Source: an optimization exercise on an open RTL-to-GDS flow (aim: small area). Production flows keep margins and buffers that such runs may drop.
Only simulation tests tie the RTL to the original design; equivalence was not proved.
No activity file was given, so power comes from the tool's default toggle rates.

### flow/config.mk
export PLATFORM = sky130hd
export DESIGN_NAME = Alarm_Clock_EE271
export DESIGN_NICKNAME = Alarm_Clock_EE271
export VERILOG_FILES = /design/flow/design.v
export SDC_FILE = /design/flow/constraint.sdc
export NUM_CORES = 4
export LEC_CHECK = 0
export CAP_MARGIN = 20
export CORE_MARGIN = 2
export CORE_UTILIZATION = 40
export PLACE_DENSITY = 0.6
export SLEW_MARGIN = 20
### flow/constraint.sdc
create_clock -name core_clock -period 10.0 [get_ports {clk}]
set_input_delay 2.0000 -clock core_clock [delete_from_list [all_inputs] [get_ports {clk}]]
set_output_delay 2.0000 -clock core_clock [all_outputs]
set_load 0.01 [all_outputs]
### flow/design.v
module Alarm_Clock_EE271 (
	clk,
	pushBtn,
	switches,
	led,
	buzzer,
	ps,
	seg0, seg1,
	seg2, seg3,
	seg4, seg5,
	segDecimalPoint
);
input [9:0] switches;
input [1:0] pushBtn;
input clk;
output [9:0] led;
output reg buzzer;
output [3:0] ps;
output [7:0] seg0;
output [7:0] seg1;
output [7:0] seg2;
output [7:0] seg3;
output [6:0] seg4;
output [7:0] seg5;
output segDecimalPoint;
wire rst  = ~pushBtn[1];
wire setm = switches[9];
reg [1:0] currentState;
reg [3:0] dcnt;         
reg       button_state;
reg       switch_old;
reg [7:0] count;        
reg [4:0] hr;
reg [4:0] mn_t;  reg [3:0] mn_u;
reg [2:0] sc_t;  reg [3:0] sc_u;
reg [4:0] ah;
reg [4:0] am;
reg [4:0] th;
reg [4:0] tm;
reg [2:0] ts_t;  reg [3:0] ts_u;
reg [4:0] sw_t;  reg [3:0] sw_u;
reg ledFlag;
localparam [4:0] OFF = 5'b1_1010;
wire ah_off = ah[4] & ah[3] & ah[1];
wire th_off = th[4] & th[3] & th[1];
function [5:0] c24_digits;
	input [4:0] c;
	reg hi;
	begin
		hi = c[3] & (c[2] | c[1]);
		c24_digits = {hi, c[4], hi ? {2'b00, c[2], c[0]} : c[3:0]};
	end
endfunction
reg [4:0] dh;               
reg [4:0] dmc;              
reg [2:0] ds_t; reg [3:0] ds_u;
always @(*) begin
	case (currentState)
	2'd0: begin dh = hr; dmc = am; {ds_t, ds_u} = {sc_t, sc_u}; end
	2'd1: begin dh = ah; dmc = am; {ds_t, ds_u} = 7'd0; end
	2'd2: begin dh = th; dmc = tm; {ds_t, ds_u} = {ts_t, ts_u}; end
	default: begin dh = 5'd0; dmc = tm; {ds_t, ds_u} = {sw_t[2:0], sw_u}; end
	endcase
end
wire [5:0] dh_d  = c24_digits(dh);
wire [5:0] dmc_d = c24_digits(dmc);
wire [1:0] dh_t = dh_d[5:4];
wire [3:0] dh_u = dh_d[3:0];
wire [2:0] dm_t = (currentState == 2'd0) ? mn_t[2:0] : (currentState == 2'd3) ? 3'd0 : {1'b0, dmc_d[5:4]};
wire [3:0] dm_u = (currentState == 2'd0) ? mn_u : (currentState == 2'd3) ? 4'd0 : dmc_d[3:0];
wire mn_over = (mn_t[4:3] != 2'd0) || (mn_t[2:0] == 3'd7) || (mn_t[2:0] == 3'd6 && mn_u != 4'd0);
wire sw_over = (sw_t[4:3] != 2'd0) || (sw_t[2:0] == 3'd7) || (sw_t[2:0] == 3'd6 && sw_u != 4'd0);
wire dm_blank = (currentState == 2'd0) & mn_over;
wire ds_blank = (currentState == 2'd3) & sw_over;
wire tick  = count[7] & count[6] & count[2] & count[1] & count[0];    
wire c200  = count[7] & count[6] & count[3];
assign segDecimalPoint = (count > 8'd101);
wire press = switch_old & ~pushBtn[0];
wire selH  = ~switches[0] &  switches[1];
wire selM  =  switches[0] & ~switches[1];
function [3:0] u_inc;
	input [3:0] u;
	u_inc = {u[3] | (u[2] & u[1] & u[0]), u[2] ^ (u[1] & u[0]), u[1] ^ u[0], ~u[0]};
endfunction
function [3:0] u_dec;
	input [3:0] u;
	u_dec = {u[3] & u[0], (u[2] & (u[1] | u[0])) | (u[3] & ~u[0]),
	         (u[1] & u[0]) | (~u[1] & ~u[0] & (u[2] | u[3])), ~u[0]};
endfunction
function [4:0] c24_inc;
	input [4:0] c;
	if (c[3] & c[2] & c[0]) c24_inc = 5'd0;                                  
	else if (c[3] & ~c[1] & c[0]) c24_inc = c[4] ? 5'b0_1010 : 5'b1_0000;    
	else c24_inc = {c[4], u_inc(c[3:0])};
endfunction
function [4:0] c24_dec;
	input [4:0] c;
	if (~c[4] & c[3] & c[1] & ~c[0]) c24_dec = 5'b1_1001;                   
	else if (c[4] & (c[3:0] == 4'd0)) c24_dec = 5'b0_1001;                  
	else c24_dec = {c[4], c[3:0] - 4'd1};
endfunction
function [8:0] inc256;
	input [4:0] t; input [3:0] u;
	if (t[4] & t[3] & t[0] & u[2] & ~u[1] & u[0]) inc256 = 9'd0;
	else if (u[3] & u[0]) inc256 = {t + 5'd1, 4'd0};
	else inc256 = {t, u_inc(u)};
endfunction
wire [4:0] hr_inc = c24_inc(hr);
wire [8:0] mn_inc = inc256(mn_t, mn_u);
wire [8:0] sw_inc = inc256(sw_t, sw_u);
wire [3:0] sc_u_inc = u_inc(sc_u);
wire [3:0] ts_u_dec = u_dec(ts_u);
wire sc_u9 = sc_u[3] & sc_u[0];
wire sc_59 = sc_t[2] & sc_t[0] & sc_u9;
wire mn_59 = (mn_t == 5'd5) && mn_u[3] && mn_u[0];
wire mn_23 = (mn_t == 5'd2) && (mn_u[2:0] == 3'd3);
wire [4:0] dh_inc = (dh[4] & dh[3] & dh[1]) ? 5'd1 : c24_inc(dh);    
wire [4:0] dm_inc = c24_inc(dmc);
wire ts_0  = (ts_t == 3'd0) && (ts_u == 4'd0);
wire tm_0  = (tm == 5'd0);
always @(posedge clk) begin
	switch_old <= pushBtn[0];
	if (rst) begin
		hr <= 0;
		{mn_t, mn_u} <= 0;
		{sc_t, sc_u} <= 0;
		ah <= OFF;
		am <= 0;
		th <= OFF;
		tm <= 0;
		{ts_t, ts_u} <= {3'd0, 4'd2};
		{sw_t, sw_u} <= 0;
		count <= 0;
		buzzer <= 0;
	end else begin
		if (!setm) begin
			count <= c200 ? 8'd1 : count + 8'd1;
			if (tick) begin
				if (sc_59) begin
					{sc_t, sc_u} <= 0;
					if (mn_59) begin
						{mn_t, mn_u} <= 0;
						hr <= hr_inc;
					end else
						{mn_t, mn_u} <= mn_inc;
				end else if (sc_u9) begin
					sc_t <= sc_t + 3'd1;
					sc_u <= 4'd0;
				end else
					sc_u <= sc_u_inc;
				if (ts_0) begin
					if (!tm_0) begin
						{ts_t, ts_u} <= {3'd5, 4'd9};
						tm <= c24_dec(tm);
					end
				end else if (ts_u == 4'd0) begin
					ts_t <= ts_t - 3'd1;
					ts_u <= 4'd9;
				end else
					ts_u <= ts_u_dec;
				if (currentState == 2'd3 && switches[0])
					{sw_t, sw_u} <= sw_inc;
			end
			if (!tick) begin
				if (count > 8'd100 && !c200) begin
					if (ledFlag)
						buzzer <= 1;
				end else
					buzzer <= 0;
			end
		end else if (press) begin
			case (currentState)
			2'd0: begin
				if (selH) hr <= hr_inc;
				else if (selM) {mn_t, mn_u} <= mn_23 ? 9'd0 : mn_inc;
			end
			2'd1: begin
				if (selH)
					ah <= dh_inc;
				else if (selM) begin
					am <= dm_inc;
					if (ah_off) ah <= 5'd0;
				end
			end
			2'd2: begin
				if (selH)
					th <= dh_inc;
				else if (selM) begin
					tm <= dm_inc;
					if (th_off) th <= 5'd0;
				end
			end
			default: ;
			endcase
		end
	end
end
wire dcnt_hit = dcnt[3];
wire dcnt_run = button_state ? pushBtn[0] : ~pushBtn[0];
always @(posedge clk) begin
	if (rst) begin
		currentState <= 2'd0;
		dcnt <= 4'd0;
		button_state <= 1'b1;
	end else if (dcnt_hit) begin
		dcnt <= {3'd0, ~button_state & pushBtn[0]};
		button_state <= ~button_state;
		if (!button_state && !setm)
			currentState <= currentState + 2'd1;
	end else begin
		dcnt <= dcnt_run ? dcnt + 4'd1 : 4'd0;
	end
end
wire [5:0] am_d = c24_digits(am);
always @(posedge clk)
	ledFlag <= (hr == ah) && ({mn_t, mn_u} == {3'd0, am_d}) ||
	           tm_0 && ts_0 && !th_off;
assign led = {10{ledFlag}};
assign ps[1:0] = currentState;
assign ps[3] = (currentState == 2'd3) ? switches[0] : (setm & switches[0]);
assign ps[2] = (currentState == 2'd3) ? (switches[0] & switches[1]) : (setm & switches[1]);
function [6:0] digit;
	input [3:0] d;
	case (d)
	4'd0: digit = 7'b100_0000;
	4'd1: digit = 7'b111_1001;
	4'd2: digit = 7'b010_0100;
	4'd3: digit = 7'b011_0000;
	4'd4: digit = 7'b001_1001;
	4'd5: digit = 7'b001_0010;
	4'd6: digit = 7'b000_0010;
	4'd7: digit = 7'b111_1000;
	4'd8: digit = 7'b000_0000;
	4'd9: digit = 7'b001_0000;
	default: digit = 7'b111_1111;
	endcase
endfunction
function [6:0] tens;
	input [2:0] d;
	case (d)
	3'd0: tens = 7'b100_0000;
	3'd1: tens = 7'b111_1001;
	3'd2: tens = 7'b010_0100;
	3'd3: tens = 7'b011_0000;
	3'd4: tens = 7'b001_1001;
	3'd5: tens = 7'b001_0010;
	3'd6: tens = 7'b000_0010;
	default: tens = 7'b111_1111;
	endcase
endfunction
function [6:0] htens;
	input [1:0] d;
	case (d)
	2'd1: htens = 7'b111_1001;
	2'd2: htens = 7'b010_0100;
	default: htens = 7'b100_0000;
	endcase
endfunction
assign seg5 = {1'b1, htens(dh_t)};
assign seg4 = digit(dh_u);
assign seg3 = {1'b1, tens(dm_t | {3{dm_blank}})};
assign seg2 = {1'b1, digit(dm_u | {4{dm_blank}})};
assign seg1 = {1'b1, tens(ds_t | {3{ds_blank}})};
assign seg0 = {1'b1, digit(ds_u | {4{ds_blank}})};
endmodule
### flow/flow/run.sh
#!/bin/bash
# Own layout flow: the standard layout (standard.sh, all steps), with these
# changes that only affect how the combinational logic and buffers are built:
#  - synthesis maps logic with an area-oriented ABC script (flow/synth_area.tcl
#    wraps synth_recipe.tcl and only swaps the ABC script) and without the
#    half/full-adder extraction (ADDER_MAP_FILE empty);
#  - port buffers are buf_1 cells (BUFFER_PORTS_ARGS);
#  - clock tree of clkbuf_8 cells without dummy loads (CTS_ARGS).
# Registers, their names and cell types are those of the standard synthesis.
set -euo pipefail
work=$(pwd)

export MY_WORK="$work"
bash standard.sh \
  SYNTH_SCRIPT="$work/flow/synth_area.tcl" \
  ADDER_MAP_FILE= \
  "BUFFER_PORTS_ARGS=-buffer_cell sky130_fd_sc_hd__buf_1" \
  "CTS_ARGS=-sink_clustering_enable -repair_clock_nets -buf_list sky130_fd_sc_hd__clkbuf_8 -dont_use_dummy_load" \
  finish > "$work/flow_standard.log" 2>&1
### flow/flow/abc_area1.script
strash
&get -n
&fraig -x
&put
scorr
dc2
dretime
strash
&get -n
&dch -f
&nf -R 1000 -p -F 8 -A 4 -C 32
&put
topo
### flow/flow/abc_area10.script
strash
&get -n
&fraig -x
&put
scorr
dc2
dretime
strash
&get -n
&deepsyn -T 25 -S 10
&put
strash
&get -n
&dch -f
&nf -R 1000 -p -F 8 -A 4 -C 32
&put
topo
### flow/flow/abc_area2.script
strash
&get -n
&fraig -x
&put
scorr
dc2
dretime
strash
&get -n
&deepsyn -T 25 -S 2
&put
strash
&get -n
&dch -f
&nf -R 1000 -p -F 8 -A 4 -C 32
&put
topo
### flow/flow/abc_area3.script
strash
&get -n
&fraig -x
&put
scorr
dc2
dretime
strash
&get -n
&deepsyn -T 25 -S 3
&put
strash
&get -n
&dch -f
&nf -R 1000 -p -F 8 -A 4 -C 32
&put
topo
### flow/flow/abc_area4.script
strash
&get -n
&fraig -x
&put
scorr
dc2
dretime
strash
&get -n
&deepsyn -T 25 -S 4
&put
strash
&get -n
&dch -f
&nf -R 1000 -p -F 8 -A 4 -C 32
&put
topo
### flow/flow/abc_area5.script
strash
&get -n
&fraig -x
&put
scorr
dc2
dretime
strash
&get -n
&deepsyn -T 25 -S 5
&put
strash
&get -n
&dch -f
&nf -R 1000 -p -F 8 -A 4 -C 32
&put
topo
### flow/flow/abc_area6.script
strash
&get -n
&fraig -x
&put
scorr
dc2
dretime
strash
&get -n
&deepsyn -T 25 -S 6
&put
strash
&get -n
&dch -f
&nf -R 1000 -p -F 8 -A 4 -C 32
&put
topo
### flow/flow/abc_area7.script
strash
&get -n
&fraig -x
&put
scorr
dc2
dretime
strash
&get -n
&deepsyn -T 25 -S 7
&put
strash
&get -n
&dch -f
&nf -R 1000 -p -F 8 -A 4 -C 32
&put
topo
### flow/flow/abc_area8.script
strash
&get -n
&fraig -x
&put
scorr
dc2
dretime
strash
&get -n
&deepsyn -T 25 -S 8
&put
strash
&get -n
&dch -f
&nf -R 1000 -p -F 8 -A 4 -C 32
&put
topo
### flow/flow/abc_area9.script
strash
&get -n
&fraig -x
&put
scorr
dc2
dretime
strash
&get -n
&deepsyn -T 25 -S 9
&put
strash
&get -n
&dch -f
&nf -R 1000 -p -F 8 -A 4 -C 32
&put
topo
### flow/flow/synth_area.tcl
# synth_recipe.tcl with the ABC mapping step replaced: the logic is mapped
# several times with area-oriented ABC scripts (flow/abc_area*.script) and
# the smallest result is kept. Only combinational logic goes through ABC, so
# the registers stay exactly those of the standard synthesis.
proc abc_area_of_design {} {
  set lib_args {}
  foreach lib $::env(LIB_FILES) { lappend lib_args -liberty $lib }
  set s [tee -q -s result.string stat {*}$lib_args]
  if {[regexp {Chip area for [^:]*: +([0-9.eE+-]+)} $s -> a]} { return $a }
  return 1e99
}
proc abc {args} {
  set i [lsearch -exact $args -script]
  set scripts [lsort [glob -nocomplain [file join $::env(MY_WORK) flow abc_area*.script]]]
  if {$i < 0 || [llength $scripts] == 0} { yosys abc {*}$args; return }
  yosys design -save my_pre_abc
  set best 1e99
  set n 0
  foreach sc $scripts {
    yosys design -load my_pre_abc
    lset args [expr {$i + 1}] $sc
    yosys abc {*}$args
    set a [abc_area_of_design]
    puts "ABC script $sc: area $a"
    if {$a < $best} { set best $a; yosys design -save my_best_abc }
    incr n
  }
  yosys design -load my_best_abc
  puts "ABC best area $best of $n scripts"
}
source [file join $::env(MY_WORK) synth_recipe.tcl]
### flow/standard.sh
#!/bin/bash
# synth_recipe.tcl (not shown) runs the flow's synth.tcl, then flattens the netlist and writes it again
# the make line also repeats each setting of config.mk as NAME=value (left out here)
make -C /OpenROAD-flow-scripts/flow DESIGN_CONFIG=/design/flow/config.mk WORK_HOME=/design/flow/orfs CLKGATE_MAP_FILE= SYNTH_SCRIPT=/design/flow/synth_recipe.tcl "${@:-finish}"
==> results of run 1 <==
## cell type report
type | instances | area share, %
Clock buffer | 9 | 2.71
Tap cell | 136 | 3.73
Sequential cell | 75 | 32.9
Inverter | 20 | 1.65
Multi-Input combinational cell | 433 | 53.1
Timing Repair Buffer | 67 | 5.92
## metal layers
layer  vias up  global-route usage [%]
met5         -                       0
met4         0                    5.26
met3         7                    4.45
met2        80                    31.2
met1      1928                    25.2
li1       2086                       -
## cells in the mapped netlist (all sizes together), types with 6 or more instances
| cell | number | area (um2) |
|---|---|---|
| dfxtp | 75 | 1500 |
| nor2 | 67 | 251 |
| a21oi | 60 | 300 |
| nand2 | 59 | 221 |
| o21ai | 44 | 220 |
| nor3 | 21 | 105 |
| buf | 20 | 150 |
| clkinv | 20 | 75.1 |
| nand2b | 15 | 93.8 |
| nand3 | 15 | 75.1 |
| and3 | 11 | 68.8 |
| nor2b | 10 | 62.6 |
| a222oi | 9 | 90.1 |
| xnor2 | 9 | 78.8 |
| a22oi | 8 | 60.1 |
| and2 | 8 | 50.1 |
| o21a | 7 | 52.6 |
| o22ai | 6 | 37.5 |
| xor2 | 6 | 52.6 |
## metrics by stage
step | utilization (%) | hold WS (ns) | setup WS, ns | power [mW] | instance area, um2
floorplan | - | 0.446 | 5.20 | 0.321 | 4150
global placement | 43.6 | 0.473 | 4.62 | 0.328 | 4440
detailed placement | 43.6 | 0.473 | 4.52 | 0.329 | 4440
CTS | 44.8 | 0.491 | 4.43 | 0.506 | 4560
global route | 44.8 | 0.528 | 4.28 | 0.523 | 4560
finish | 44.8 | 0.491 | 4.60 | 0.501 | 4560
## sequential cells by signal, indices dropped and copies added, names as in the netlist, 3 cells and up
register,count
mn_u,4
sc_u,4
dcnt,4
tm,5
am,5
th,5
count,8
ts_u,4
sw_u,4
ah,5
mn_t,5
sw_t,5
ts_t,3
hr,5
sc_t,3
## power breakdown
group          internal [mW]  switching (mW)  leakage, nW  total [mW]
clock                 0.0804          0.0983       0.0647       0.179
sequential             0.300         0.00137        0.605       0.301
combinational        0.00603          0.0148         1.01      0.0208
## cells by family (layout without fill, tap and decap cells)
group	Yosys count	count (layout)
muxes	7	7
xor gates and xnor gates	15	15
buffers and inverters	40	96
and+or+nand+nor	232	232
other	2	6
DFF	75	75
AOI/OAI and AO/OA	173	173
## worst max-delay path: cells and delay by family (launching register included)
kind / cells / cell delay (ns)
AOI/OAI and AO/OA: 5 / 0.98
DFF: 1 / 0.72
and+or+nand+nor: 4 / 0.91
buffers and inverters: 2 / 0.45
## how the worst min path moves through the flow
stage                     slack [ns]  cells past startpoint      end     from
final                           0.49                      1  dcnt[0]  dcnt[0]
after global routing            0.53                      1  dcnt[3]  dcnt[2]
after CTS                       0.49                      1  dcnt[0]  dcnt[0]
after detailed placement        0.47                      1  dcnt[0]  dcnt[0]
after global placement          0.47                      1  dcnt[0]  dcnt[0]
after floorplan                 0.45                      1  sc_u[2]  sc_u[2]
==> flow_metrics.py, run 1 <==
metrics = {
    "route": {
        "route.detailed.drc": 0,
        "wirelength_um": 10400,
        "ant_nets": 0,
        "routed-wl-met2_um": 5010,
        "highest_layer": "met4",
        "wl_per_cell_um": 14.1,
        "first_pass_iters": 5,
        "viasPerCell": 5.54,
        "met1_length_um": 4820,
        "initialDrtViolationCount": 176,
        "via_count": 4101,
        "wl_met3_um": 521,
    },
    "final_layout": {
        "fillers": 1060,
        "final_cells": 740,
        "final_cell_mix": "dfxtp_1 (75), nor2_1 (67), buf_1 (62)",
        "mostFrequentLayoutCell": "dfxtp_1",
        "n_antenna_cell": 0,
        "syn_to_final_growth_pct": 10.4,
        "multi_input_area_um2": 2420,
        "final_nets": 619,
        "regArea_um2": 1500,
        "drive_gt1_share_pct": 2.48,
    },
    "cts": {
        "clock-sinks": 75,
        "htreeDepth": 3,
        "post_cts_buffers": 0,
        "cts_max_path_buffers": 2,
        "cts_tree": "built",
        "cts_hold_buffers": 0,
        "cts.clk_slew.worst_paths_ns": 0.08,
        "cts_resized": 0,
        "root_buffer": "clkbuf_8",
        "numCtsBuffers": 9,
        "clock_latency_ns": 0.35,
    },
    "floorplanning": {
        "initial_utilization_pct": 40.6,
        "dieHeight_um": 106,
        "io_pins": 76,
        "dieArea_um2": 11200,
        "rows": 37,
        "core_region_area_um2": 10200,
        "chipWidth_um": 106,
    },
    "worst_setup_path": {
        "crit_start": "currentState[1]",
        "timing.rr.start": "currentState[1]",
        "reg2reg_slack_ns": 6.31,
        "path_cells": "nor2_1, buf_4, nand2_1, a21oi_1, a21oi_1, nor2b_1, a21boi_0, a21oi_1, nand2b_1, a22oi_1, buf_1",
        "cpMostUsedCell": "a21oi_1",
        "crit_path_end_kind": "primary output",
        "startpoint_type": "flip-flop",
        "slowest_delay_ns": 0.72,
        "crit_arrival_ns": 3.40,
        "cp-endpoint": "seg2[6]",
        "rr_endpoint": "ah[4]",
        "rr_worst_depth": 10,
        "cpMaxStageDelayCell": "dfxtp_1",
        "critPathRequiredTime_ns": 8.00,
        "path_class": "reg2out",
        "critPathMaxFanout": 15,
    },
    "yosys": {
        "synth_seq_cells": 75,
        "synth_xor_area_share_pct": 3.18,
        "ys_seq_area_share_pct": 36.3,
        "yosysWarnings": 1,
        "async_reset_ff_share_pct": 0,
        "synthFlopType": "dfxtp_1",
        "synth_top_family_by_area": "simple AND/OR/NAND/NOR gates",
        "synth_cells": 544,
        "avgSynthCellArea_um2": 7.59,
        "syn-cell-area_um2": 4130,
        "muxShareOfSynthArea_pct": 1.76,
        "synth-adder-area-share_pct": 0,
        "synthSimpleGateAreaFrac_pct": 26.9,
        "synth-compound-area-share_pct": 26.2,
        "synth_edf_count": 0,
        "ys_types": 53,
    },
    "power": {
        "ir_drop_mv": 0.0585,
        "powerDensity_nw_per_um2": 110,
        "p_leak_nw": 1.68,
    },
    "sta": {
        "min_period_over_period_pct": 54.0,
        "fin_skew_ns": 0.0238,
        "finalSetupViolations": 0,
        "clock.fmax_mhz": 185,
        "slew_viol_final": 0,
        "period_minus_slack_ns": 5.40,
        "tightestPinTransition_ns": 0.752,
        "rsz0062_at_grt": "no",
        "slew_headroom_pct": 49.3,
        "timing.setup.tns_ns": 0,
        "hold_viol": 0,
    },
    "global_route": {
        "grt_start_max_net_pins": 31,
        "grt_pass1_vias": 3765,
        "overflow": 0,
        "grt_usage_pct": 19.1,
        "grt_antenna_before_repair": 0,
        "grt_pass1_wl_um": 17400,
    },
    "job": {
        "max_cap_viol_count": 0,
    },
    "placed_design": {
        "place.gp.congestion": 0.863,
        "portBuffers": 62,
        "dp_cells": 731,
        "hpwl_um": 7600,
    },
    "status": {
        "status": "complete, no violations",
    },
    "hold_path": {
        "hp-class": "reg2reg",
    },
}
==> run 2, diff against run 1 <==
==> flow/flow/abc_area11.script (new file) <==
strash
&get -n
&fraig -x
&put
scorr
dc2
dretime
strash
&get -n
&deepsyn -T 25 -S 11
&put
strash
&get -n
&dch -f
&nf -R 1000 -p -F 8 -A 4 -C 32
&put
topo
==> flow/flow/abc_area12.script (new file) <==
strash
&get -n
&fraig -x
&put
scorr
dc2
dretime
strash
&get -n
&deepsyn -T 25 -S 12
&put
strash
&get -n
&dch -f
&nf -R 1000 -p -F 8 -A 4 -C 32
&put
topo
==> flow/flow/abc_area13.script (new file) <==
strash
&get -n
&fraig -x
&put
scorr
dc2
dretime
strash
&get -n
&deepsyn -T 25 -S 13
&put
strash
&get -n
&dch -f
&nf -R 1000 -p -F 8 -A 4 -C 32
&put
topo
==> flow/flow/abc_area14.script (new file) <==
strash
&get -n
&fraig -x
&put
scorr
dc2
dretime
strash
&get -n
&deepsyn -T 25 -S 14
&put
strash
&get -n
&dch -f
&nf -R 1000 -p -F 8 -A 4 -C 32
&put
topo
==> flow/flow/abc_area15.script (new file) <==
strash
&get -n
&fraig -x
&put
scorr
dc2
dretime
strash
&get -n
&deepsyn -T 25 -S 20
&put
strash
&get -n
&dch -f
&nf -R 1000 -p -F 8 -A 4 -C 32 -E 50
&put
topo
==> run 2 against run 1 <==
  * Still clean on timing, DRC and antenna
  * Clock skew is the same
  * Via count unchanged
  * Non-clock buffer count unchanged
  * Total power is the same
  * Cell area stayed put
==> flow_metrics.py, run 2 <==
metrics = {
    "power": {
        "p_int_mw": 0.387,
        "clkPwrFrac_pct": 35.7,
        "power_switching_share_pct": 22.8,
        "powerDensity_nw_per_um2": 110,
        "share_seq_of_total_power_pct": 60.2,
        "p_sw_mw": 0.114,
        "ir_drop_mv": 0.0585,
        "p_leak_nw": 1.68,
        "combPwrFrac_pct": 4.2,
    },
    "cts": {
        "clock_latency_ns": 0.35,
        "clock-sinks": 75,
        "root_buffer": "clkbuf_8",
        "numCtsBuffers": 9,
        "cts.clk_slew.worst_paths_ns": 0.08,
        "cts_max_path_buffers": 2,
        "htreeDepth": 3,
        "post_cts_buffers": 0,
        "cts_tree": "built",
        "cts_resized": 0,
        "cts_hold_buffers": 0,
    },
    "yosys": {
        "synth_most_common_cell": "dfxtp_1",
        "synth_edf_count": 0,
        "ys_types": 53,
        "async_reset_ff_share_pct": 0,
        "ys_seq_area_share_pct": 36.3,
        "synth_seq_cells": 75,
        "synth_top_area_share_pct": 36.3,
        "yosysWarnings": 1,
        "synth_commonest_cells": "dfxtp_1 (75), nor2_1 (67), a21oi_1 (60)",
        "synth_cells": 544,
        "yosysTopAreaCell": "dfxtp_1",
        "syn-cell-area_um2": 4130,
        "synthFlopType": "dfxtp_1",
        "avgSynthCellArea_um2": 7.59,
        "synth.top_cells.by_area": "dfxtp_1 (36%), a21oi_1 (7.3%), nor2_1 (6.1%)",
    },
    "sta": {
        "fin_skew_ns": 0.0238,
        "slew_viol_final": 0,
        "hold_viol": 0,
        "slew_headroom_pct": 49.3,
        "timing.hold.ws_ns": 0.491,
        "rsz0062_at_grt": "no",
        "tightestPinTransition_ns": 0.752,
        "timing.setup.tns_ns": 0,
        "min_period_over_period_pct": 54.0,
        "period_minus_slack_ns": 5.40,
        "clock.fmax_mhz": 185,
        "finalSetupViolations": 0,
    },
    "global_route": {
        "overflow": 0,
        "grt_start_max_net_pins": 31,
        "grt_pass1_wl_um": 17400,
        "grt_antenna_before_repair": 0,
        "grt_usage_pct": 19.1,
        "grt_pass1_vias": 3765,
    },
    "floorplanning": {
        "dieArea_um2": 11200,
        "io_pins": 76,
        "dieHeight_um": 106,
        "rows": 37,
        "chipWidth_um": 106,
        "initial_utilization_pct": 40.6,
        "core_region_area_um2": 10200,
    },
    "worst_setup_path": {
        "rr_worst_depth": 10,
        "cp-endpoint": "seg2[6]",
        "crit_path_end_kind": "primary output",
        "cpMaxStageDelayCell": "dfxtp_1",
        "startpoint_type": "flip-flop",
        "cpMostUsedCell": "a21oi_1",
        "path_class": "reg2out",
        "critPathMaxFanout": 15,
        "timing.rr.start": "currentState[1]",
        "path_cells": "nor2_1, buf_4, nand2_1, a21oi_1, a21oi_1, nor2b_1, a21boi_0, a21oi_1, nand2b_1, a22oi_1, buf_1",
        "crit_arrival_ns": 3.40,
        "critPathRequiredTime_ns": 8.00,
        "slowest_delay_ns": 0.72,
        "crit_start": "currentState[1]",
        "reg2reg_slack_ns": 6.31,
        "rr_endpoint": "ah[4]",
    },
    "route": {
        "wl_per_cell_um": 14.1,
        "via_count": 4101,
        "viasPerCell": 5.54,
        "initialDrtViolationCount": 176,
        "wirelength_um": 10400,
        "route.detailed.drc": 0,
        "ant_nets": 0,
        "first_pass_iters": 5,
    },
    "status": {
        "status": "complete, no violations",
    },
    "final_layout": {
        "regArea_um2": 1500,
        "multi_input_area_um2": 2420,
        "mostFrequentLayoutCell": "dfxtp_1",
        "final_nets": 619,
        "top_register": "count",
        "syn_to_final_growth_pct": 10.4,
        "n_antenna_cell": 0,
        "largest_reg_flops": 8,
        "drive_gt1_share_pct": 2.48,
        "fillers": 1060,
        "final_cell_mix": "dfxtp_1 (75), nor2_1 (67), buf_1 (62)",
    },
    "placed_design": {
        "hpwl_um": 7600,
        "place.gp.congestion": 0.863,
        "portBuffers": 62,
    },
    "job": {
        "max_cap_viol_count": 0,
    },
    "hold_path": {
        "hp-class": "reg2reg",
    },
}
[run 2: power groups by stage]
stage | sequential [mW] | clock (mW) | combinational [mW]
5_1_grt | 0.302 | 0.198 | 0.0235
3_3_place_gp | 0.308 | 0 | 0.0202
2_1_floorplan | 0.308 | 0 | 0.0136
6_report | 0.301 | 0.179 | 0.0208
4_1_cts | 0.301 | 0.184 | 0.0207
3_5_place_dp | 0.308 | 0 | 0.0206
[run 2: through the flow]
stage	instances	setup WS, ns	instance area, um2	power (mW)	util [%]
2_1_floorplan	548	5.20	4150	0.321	-
3_3_place_gp	731	4.62	4440	0.328	43.6
3_5_place_dp	731	4.52	4440	0.329	43.6
4_1_cts	740	4.43	4560	0.506	44.8
5_1_grt	740	4.28	4560	0.523	44.8
6_report	740	4.60	4560	0.501	44.8
[run 2: how the worst min path moves through the flow]
stage,cells past startpoint,endpoint,startpoint
2_1_floorplan,1,sc_u[2],sc_u[2]
3_3_place_gp,1,dcnt[0],dcnt[0]
3_5_place_dp,1,dcnt[0],dcnt[0]
4_1_cts,1,dcnt[0],dcnt[0]
5_1_grt,1,dcnt[3],dcnt[2]
6_report,1,dcnt[0],dcnt[0]
[run 2: final cells by class]
class,instances,share of cell area (%)
clock buffer,9,2.71
inverter,20,1.65
multi-input combinational,433,53.1
sequential,75,32.9
tap,136,3.73
timing repair buffer,67,5.92
[run 2: logic make-up (layout without fill, tap and decap cells)]
family,Yosys count,after routing,share of synthesized area (%)
and+or+nand+nor,232,232,26.9
AOI/OAI and AO/OA,173,173,26.2
DFF,75,75,36.3
buffers and inverters,40,96,5.45
xor gates and xnor gates,15,15,3.18
muxes,7,7,1.76
other,2,6,0.182
[run 2: worst max-delay path, delay by kind of cell (launching register included)]
kind                   cells  cell delay, ns
AND/OR/NAND/NOR            4            0.91
buffers and inverters      2            0.45
flip-flops                 1            0.72
AO/OA/AOI/OAI              5            0.98
[run 2: routing by layer]
metal	up-vias	share of wire, %	global-route usage (%)
met5	-	0	0
met4	0	0.67	5.26
met3	7	5.0	4.45
met2	80	48	31.2
met1	1928	46	25.2
li1	2086	-	-
==> run 3, diff against run 2 <==
==> flow/run.sh (new file) <==
#!/bin/bash
# synth_recipe.tcl (not shown) runs the flow's synth.tcl, then flattens the netlist and writes it again
# the make line also repeats each setting of config.mk as NAME=value (left out here)
make -C /OpenROAD-flow-scripts/flow DESIGN_CONFIG=/design/flow/config.mk WORK_HOME=/design/flow/orfs CLKGATE_MAP_FILE= SYNTH_SCRIPT=/design/flow/synth_recipe.tcl finish
removed: flow/flow/run.sh
removed: flow/flow/abc_area1.script
removed: flow/flow/abc_area10.script
removed: flow/flow/abc_area11.script
removed: flow/flow/abc_area12.script
removed: flow/flow/abc_area13.script
removed: flow/flow/abc_area14.script
removed: flow/flow/abc_area15.script
removed: flow/flow/abc_area2.script
removed: flow/flow/abc_area3.script
removed: flow/flow/abc_area4.script
removed: flow/flow/abc_area5.script
removed: flow/flow/abc_area6.script
removed: flow/flow/abc_area7.script
removed: flow/flow/abc_area8.script
removed: flow/flow/abc_area9.script
removed: flow/flow/synth_area.tcl
removed: flow/standard.sh
==> run 3 against run 2 <==
  * Still clean on timing, DRC and antenna
  * Core utilization grew 1.9 points
  * Cell count up 30%
  * Wire length is 47% higher
  * Die area is 40% higher
  * Clock skew down 0.016 ns
  * Count of clock-buffer cells in the layout up 2
  * Maximum frequency decreased by 7.8%
  * Setup slack got worse by 0.46 ns
  * Non-clock buffer count is 2 higher
  * First-iteration DRC count rose to 2.6 times the previous value
  * Clock power is 71% higher
  * Largest cell class unchanged
  * Largest power group is now clock
==> flow_metrics.py, run 3 <==
metrics = {
    "status": {
        "status": "complete, no violations",
    },
    "floorplanning": {
        "initial_utilization_pct": 40.6,
        "chipWidth_um": 125,
        "core_region_area_um2": 14400,
        "rows": 44,
        "dieArea_um2": 15600,
        "io_pins": 76,
        "dieHeight_um": 125,
    },
    "final_layout": {
        "n_antenna_cell": 0,
        "mostFrequentLayoutCell": "dfxtp_1",
        "final_cell_mix": "dfxtp_1 (75), nand2_1 (64), nor2_1 (63)",
        "final_nets": 837,
        "syn_to_final_growth_pct": 14.9,
        "largest_reg_flops": 8,
        "top_register": "count",
        "postLayoutCoreUtil_pct": 46.7,
        "drive_gt1_share_pct": 6.16,
    },
    "power": {
        "power_switching_share_pct": 23.9,
        "p_leak_nw": 2.54,
        "share_seq_of_total_power_pct": 47.2,
        "ir_drop_mv": 0.0566,
        "powerDensity_nw_per_um2": 95.2,
        "p_sw_mw": 0.153,
        "finalPower_mw": 0.641,
        "combPwrFrac_pct": 5.0,
        "p_int_mw": 0.488,
        "clkPwrFrac_pct": 47.8,
    },
    "cts": {
        "root_buffer": "clkbuf_16",
        "htreeDepth": 3,
        "clock-sinks": 75,
        "clock_latency_ns": 0.34,
        "cts.clk_slew.worst_paths_ns": 0.06,
        "cts_max_path_buffers": 2,
        "post_cts_buffers": 0,
        "cts_tree": "built",
        "cts_hold_buffers": 0,
        "numCtsBuffers": 9,
        "cts_resized": 0,
    },
    "sta": {
        "timing.setup.tns_ns": 0,
        "clock.fmax_mhz": 171,
        "slew_headroom_pct": 34.4,
        "rsz0062_at_grt": "no",
        "finalSetupViolations": 0,
        "tightestPinTransition_ns": 0.984,
        "min_period_over_period_pct": 58.6,
        "slew_viol_final": 0,
        "hold_viol": 0,
        "period_minus_slack_ns": 5.86,
        "fin_skew_ns": 0.00786,
    },
    "placed_design": {
        "place.gp.congestion": 0.845,
        "hpwl_um": 11200,
        "portBuffers": 62,
    },
    "yosys": {
        "synth_commonest_cells": "dfxtp_1 (75), nand2_1 (64), nor2_1 (63)",
        "synth_cells": 750,
        "yosysWarnings": 1,
        "yosysTopAreaCell": "dfxtp_1",
        "syn-cell-area_um2": 5860,
        "async_reset_ff_share_pct": 0,
        "synthFlopType": "dfxtp_1",
        "avgSynthCellArea_um2": 7.81,
        "ys_seq_area_share_pct": 25.6,
        "synth_top_area_share_pct": 25.6,
        "ys_types": 80,
        "synth_seq_cells": 75,
        "synth.top_cells.by_area": "dfxtp_1 (26%), ha_1 (11%), nand2_1 (4.1%)",
        "synth_edf_count": 0,
        "synth_most_common_cell": "dfxtp_1",
    },
    "hold_path": {
        "hp-class": "reg2reg",
    },
    "job": {
        "max_cap_viol_count": 0,
    },
    "worst_setup_path": {
        "crit_arrival_ns": 3.86,
        "reg2reg_slack_ns": 6.68,
        "crit_family": "buffers and inverters",
        "startpoint_type": "input pin",
        "crit_path_end_kind": "primary output",
        "cpMaxStageDelayCell": "clkdlybuf4s50_1",
        "cpMostUsedCell": "clkdlybuf4s50_1",
        "critPathRequiredTime_ns": 8.00,
        "path_class": "in2out",
        "worst-path-buf-inv": 2,
        "critPathMaxFanout": 23,
        "slowest_delay_ns": 1.01,
        "path_cells": "clkdlybuf4s50_1, nand2b_1, a21oi_1, clkdlybuf4s50_1",
    },
    "route": {
        "wl_per_cell_um": 15.9,
        "first_pass_iters": 5,
        "viasPerCell": 5.74,
        "initialDrtViolationCount": 465,
        "wirelength_um": 15300,
        "ant_nets": 0,
        "via_count": 5527,
        "route.detailed.drc": 0,
    },
    "global_route": {
        "grt_antenna_before_repair": 0,
        "grt_usage_pct": 19.2,
        "grt_pass1_wl_um": 25200,
        "grt_start_max_net_pins": 38,
        "grt_pass1_vias": 5190,
        "overflow": 0,
    },
}
-- run 3: cell count changes in the layout (fill, tap and decap cells not counted), sizes merged, moves of 7 or more --
cell and delta:
inv +49, ha +50, buf -60, o211ai +10, mux2i +8, a211oi +8, xor2 +8, clkinv -17
clkdlybuf4s50 +62, a21oi -15, a31oi +7
-- run 3: per-stage QoR --
step	worst slack (ns)	area [um2]	hold slack (ns)	std cells
2_1_floorplan	5.14	5880	0.435	754
3_3_place_gp	4.12	6450	0.438	947
3_5_place_dp	4.13	6450	0.450	947
4_1_cts	4.13	6730	0.459	963
5_1_grt	3.99	6730	0.491	963
6_report	4.14	6730	0.457	963
-- run 3: power by group through the flow --
stage	clock [mW]	combinational, mW	sequential, mW
6_report	0.306	0.0322	0.303
5_1_grt	0.326	0.0359	0.303
4_1_cts	0.313	0.0323	0.303
3_5_place_dp	0	0.0321	0.309
3_3_place_gp	0	0.0311	0.309
2_1_floorplan	0	0.0227	0.308
-- run 3: layout make-up --
class | count | area, um2
Clock inverter | 5 | 37.5
Tap cell | 184 | 230
Multi-Input combinational cell | 570 | 3860
Clock buffer | 11 | 243
Fill cell | 1412 | 7690
Inverter | 49 | 184
Timing Repair Buffer | 69 | 673
Sequential cell | 75 | 1500
-- run 3: routing by layer --
metal	GRT usage, %	up-vias	part of all wire, %
li1	-	2750	-
met1	24.6	2609	45
met2	32.9	153	49
met3	3.04	15	4.6
met4	6.67	0	1.6
met5	0	-	0
-- run 3: final timing paths --
| path | start | to | cells past startpoint |
|---|---|---|---|
| setup reg to reg | currentState[0] | th[2] | 10 |
| setup / recovery | switches[9] | ps[2] | 4 |
| hold / removal | dcnt[2] | dcnt[3] | 2 |
| hold reg to reg | dcnt[2] | dcnt[3] | 2 |
-- run 3: worst reg2reg max path: cells and delay by family (launching register included) --
family                   cells  cell delay [ns]
AO/OA/AOI/OAI                4             1.65
flip-flops                   1             0.42
adder cells (fa/ha/maj)      2             0.42
AND/OR/NAND/NOR              1             0.31
buffers and inverters        3             0.44
-- run 3: cells by family after synthesis --
group	Yosys count	synth area share, %
AND/OR/NAND/NOR	247	21.4
AO/OA/AOI/OAI	217	25.4
buffers and inverters	109	8.73
flip-flops	75	25.6
adder cells (fa/ha/maj)	52	11.0
XOR/XNOR	29	4.33
multiplexers	19	3.37
other	2	0.128

[port drivers added, routing unchanged]
No port has a modelled driver above. Below, the same layouts with a new extraction and two added sets of constraints. Step 1 assumes that a clkbuf_16 drives the clock port and a buf_2 every other input. Step 2 adds t to the input delays and takes it off the output delays; t is the mean of the earliest and latest rising clock arrival at the registers after step 1. Input paths then give back, and output paths get back, about the clock's delay inside the block. a / b / c = no drivers / after step 1 / after step 2; a / b = the first two.
| run | shift t [ns] | slack for setup (ns) | worst register clock-pin slew, ns | worst data-port slew with drivers (ns) | cell pins on the clock port's net |
|---|---|---|---|---|---|
| run 1 | 0.370 | 4.599 / 4.567 / 4.481 | 0.08 / 0.08 | 0.04 | 1 |
| run 2 | 0.370 | 4.599 / 4.567 / 4.481 | 0.08 / 0.08 | 0.04 | 1 |
| run 3 | 0.372 | 4.142 / 4.116 / 4.116 | 0.06 / 0.06 | 0.04 | 1 |
After both steps setup and hold are still met in every run listed.
